This is an optimization exercise on Yosys and OpenROAD, whose aim is small area and a short achievable clock period, not a production implementation.
In this exercise RTL edits were held to simulation tests only and were not proved equivalent to the original.

Design resize_controller, start of the top module:
module resize_controller(
    clk,
    reset_n,
    enable,
    src_addr1,
    src_addr2,
    des_addr,
    stage_flag,
    fraction_part,
    done
);
Size in the first run: roughly 70 flip-flops, ~90 I/O pins, about 0.0053 mm² of cells after synthesis.
export LEC_CHECK = 0
export CAP_MARGIN = 20
export CORE_MARGIN = 2
export CORE_UTILIZATION = 40
export PLACE_DENSITY = 0.6
export SLEW_MARGIN = 20
create_clock -name core_clock -period 32.0 [get_ports {clk}]
standard.sh (not shown) runs the stock make flow with config.mk's settings and CLKGATE_MAP_FILE= SYNTH_SCRIPT=/design/flow/synth_recipe.tcl, a recipe that flattens the netlist after the stock synthesis.
==> flow/flow/run.sh <==
#!/bin/bash
# Standard ORFS layout with two changes: the port buffers are buf_1 cells
# instead of the default delay buffers, and clock tree synthesis uses small
# clock buffers and no dummy loads (the design has few flip-flops).
# make's output goes to flow_make.log; each tool's log is under orfs/logs.
set -euo pipefail
bash standard.sh "BUFFER_PORTS_ARGS=-buffer_cell sky130_fd_sc_hd__buf_1" \
  "CTS_ARGS=-sink_clustering_enable -repair_clock_nets -dont_use_dummy_load -buf_list sky130_fd_sc_hd__clkbuf_4 -root_buf sky130_fd_sc_hd__clkbuf_8" \
  "SETUP_SLACK_MARGIN=24.0" finish > flow_make.log 2>&1
Next try:
--- a/flow/design.v
+++ b/flow/design.v
@@ -9,26 +9,23 @@
     output wire [1:0]  colh_n,
     output wire [19:0] s1_n,
     output wire [7:0]  g_n,
     output wire [10:0] fr_n,
     output wire        stage_n,
     output wire        done_n,
     input  wire        a1,
     input  wire        a384,
     output wire        a1_n,
     output wire        a384_n,
     output wire        c7_n,
-    output wire        c9_n,
-    output wire        c4_n,
-    output wire        c13_n,
-    output wire        c17_n
+    output wire        c9_n
 );
   wire live = ~done;
   wire [8:0] col = {colh, des[6:0]};
   wire lo127  = &des[6:0];
   wire col0   = (colh == 2'd0) & ~|des[6:0];
   wire c383   = (colh == 2'd2) & lo127;              
   wire c384   = (colh == 2'd3);                      
   wire dz     = ~|des;
   wire end0   = (des == 20'd552959);                 
   wire d147   = (des == 20'd147456);
   wire d294   = (des == 20'd294912);
@@ -137,25 +134,22 @@
     for (k = 3; k < 13; k = k + 1) begin
       h_sum[k] = s1[7+k] ^ (pinc | pdec);
       pinc = pinc & s1[7+k];
       pdec = pdec & ~s1[7+k];
     end
   end
   assign s1_n = {ld ? hv : h_sum, l_sum};
   assign a1_n   = live ? ~stage_flag : a1;
   assign a384_n = live ? stage_flag : a384;
   assign c7_n   = a1_n & (&s1_n[6:0]);
   assign c9_n   = a384_n ? (s1_n[8] | s1_n[7]) : (a1_n & (&s1_n[8:0]));
-  assign c4_n   = a1_n & (&s1_n[3:0]);
-  assign c13_n  = c9_n & (&s1_n[12:9]);
-  assign c17_n  = c13_n & (&s1_n[16:13]);
 endmodule
 module rc_hold #(parameter W = 1) (
     input  wire         en,
     input  wire [W-1:0] nx,
     input  wire [W-1:0] q,
     output wire [W-1:0] d
 );
   assign d = en ? nx : q;
 endmodule
 module resize_controller(
     clk,
@@ -174,72 +168,62 @@
   output reg  done, stage_flag;
   output wire [23-1:0] src_addr1, src_addr2;
   output wire [23-1:0] des_addr;
   output wire [15:0] fraction_part;
   reg [19:0] des;       
   reg [1:0]  colh;      
   reg [19:0] s1;        
   reg [7:0]  g;         
   reg [10:0] fr;        
   assign des_addr      = {3'b000, des};
   assign src_addr1     = {3'b000, s1};
-  reg         a1, a384, c7, c9, c4, c13, c17;
-  wire        a1_n, a384_n, c7_n, c9_n, c4_n, c13_n, c17_n;
+  reg         a1, a384, c7, c9;
+  wire        a1_n, a384_n, c7_n, c9_n;
   reg  [19:0] s2;
   integer     m;
   always @* begin
-    for (m = 0; m < 4; m = m + 1)
-      s2[m] = s1[m] ^ (a1 & (&(s1[3:0] | ~((4'd1 << m) - 4'd1))));
-    for (m = 4; m < 7; m = m + 1)
-      s2[m] = s1[m] ^ (c4 & (&(s1[6:4] | ~((3'd1 << (m - 4)) - 3'd1))));
+    for (m = 0; m < 7; m = m + 1)
+      s2[m] = s1[m] ^ (a1 & (&(s1[6:0] | ~((7'd1 << m) - 7'd1))));
     s2[7] = s1[7] ^ (a384 | c7);
     s2[8] = s1[8] ^ (a384 ? ~s1[7] : (c7 & s1[7]));
-    for (m = 9; m < 13; m = m + 1)
-      s2[m] = s1[m] ^ (c9 & (&(s1[12:9] | ~((4'd1 << (m - 9)) - 4'd1))));
-    for (m = 13; m < 17; m = m + 1)
-      s2[m] = s1[m] ^ (c13 & (&(s1[16:13] | ~((4'd1 << (m - 13)) - 4'd1))));
-    for (m = 17; m < 20; m = m + 1)
-      s2[m] = s1[m] ^ (c17 & (&(s1[19:17] | ~((3'd1 << (m - 17)) - 3'd1))));
+    for (m = 9; m < 20; m = m + 1)
+      s2[m] = s1[m] ^ (c9 & (&(s1[19:9] | ~((11'd1 << (m - 9)) - 11'd1))));
   end
   assign src_addr2 = {3'b000, s2};
   assign fraction_part = {2'b00, fr, 3'b000};
   wire [19:0] des_n, s1_n;
   wire [1:0]  colh_n;
   wire [7:0]  g_n;
   wire [10:0] fr_n;
   wire        stage_n, done_n;
   rc_next u_next (
     .done(done), .stage_flag(stage_flag), .des(des), .colh(colh), .s1(s1), .g(g),
     .des_n(des_n), .colh_n(colh_n), .s1_n(s1_n), .g_n(g_n), .fr_n(fr_n),
     .stage_n(stage_n), .done_n(done_n),
-    .a1(a1), .a384(a384), .a1_n(a1_n), .a384_n(a384_n), .c7_n(c7_n), .c9_n(c9_n),
-    .c4_n(c4_n), .c13_n(c13_n), .c17_n(c17_n)
+    .a1(a1), .a384(a384), .a1_n(a1_n), .a384_n(a384_n), .c7_n(c7_n), .c9_n(c9_n)
   );
-  localparam N = 20 + 2 + 20 + 8 + 11 + 2 + 7;
+  localparam N = 20 + 2 + 20 + 8 + 11 + 2 + 4;
   wire [N-1:0] d;
   rc_hold #(.W(N)) u_hold (
     .en(enable),
-    .nx({des_n, colh_n, s1_n, g_n, fr_n, stage_n, done_n, a1_n, a384_n, c7_n, c9_n, c4_n, c13_n, c17_n}),
-    .q ({des,   colh,   s1,   g,   fr,   stage_flag, done, a1, a384, c7, c9, c4, c13, c17}),
+    .nx({des_n, colh_n, s1_n, g_n, fr_n, stage_n, done_n, a1_n, a384_n, c7_n, c9_n}),
+    .q ({des,   colh,   s1,   g,   fr,   stage_flag, done, a1, a384, c7, c9}),
     .d (d)
   );
   always @(posedge clk or negedge reset_n) begin
     if (~reset_n) begin
       des        <= 0;
       colh       <= 0;
       s1         <= 0;
       g          <= 0;
       fr         <= 0;
       stage_flag <= 0;
       done       <= 0;
       a1         <= 0;
       a384       <= 0;
       c7         <= 0;
       c9         <= 0;
-      c4         <= 0;
-      c13        <= 0;
-      c17        <= 0;
     end else begin
-      {des, colh, s1, g, fr, stage_flag, done, a1, a384, c7, c9, c4, c13, c17} <= d;
+      {des, colh, s1, g, fr, stage_flag, done, a1, a384, c7, c9} <= d;
     end
   end
 endmodule
The new run finished with timing, DRC and antenna clean.
Via count is lower by a few percent.
Routed wire length is lower by roughly a tenth.
Clock-buffer cell count is unchanged.
Setup slack gets worse by 0.23 ns.
Critical path depth is higher by 5.

-- what the ideal ports hide --
Ports are ideal in the flow. The routed layouts listed here were re-timed in OpenROAD.
Step 1 (the two cells are an assumption about what drives the block):
set clk [get_ports {clk}]
set_driving_cell -lib_cell sky130_fd_sc_hd__clkbuf_16 $clk
set_driving_cell -lib_cell sky130_fd_sc_hd__buf_2 [delete_from_list [all_inputs] $clk]
Step 2, shift: input delay + t, output delay - t, t = (earliest + latest rising clock arrival at the registers) / 2. This alone moves slack from input paths to output paths.
Three values: no drivers, after step 1, after step 2; two values: the first two.
| run | shift t [ns] | setup WS [ns] | worst slew at a driven data input, ns | cell pins on the clock port's net |
|---|---|---|---|---|
| the first run | 0.380 | 24.160 / 24.126 / 23.814 | 0.03 | 1 |
| the second run | 0.377 | 23.925 / 23.892 / 23.767 | 0.03 | 1 |
After both steps every run listed still meets setup and hold. For the first run, which loses most, drivers alone change the setup slack by -0.034 ns; drivers and shift together by -0.346 ns.
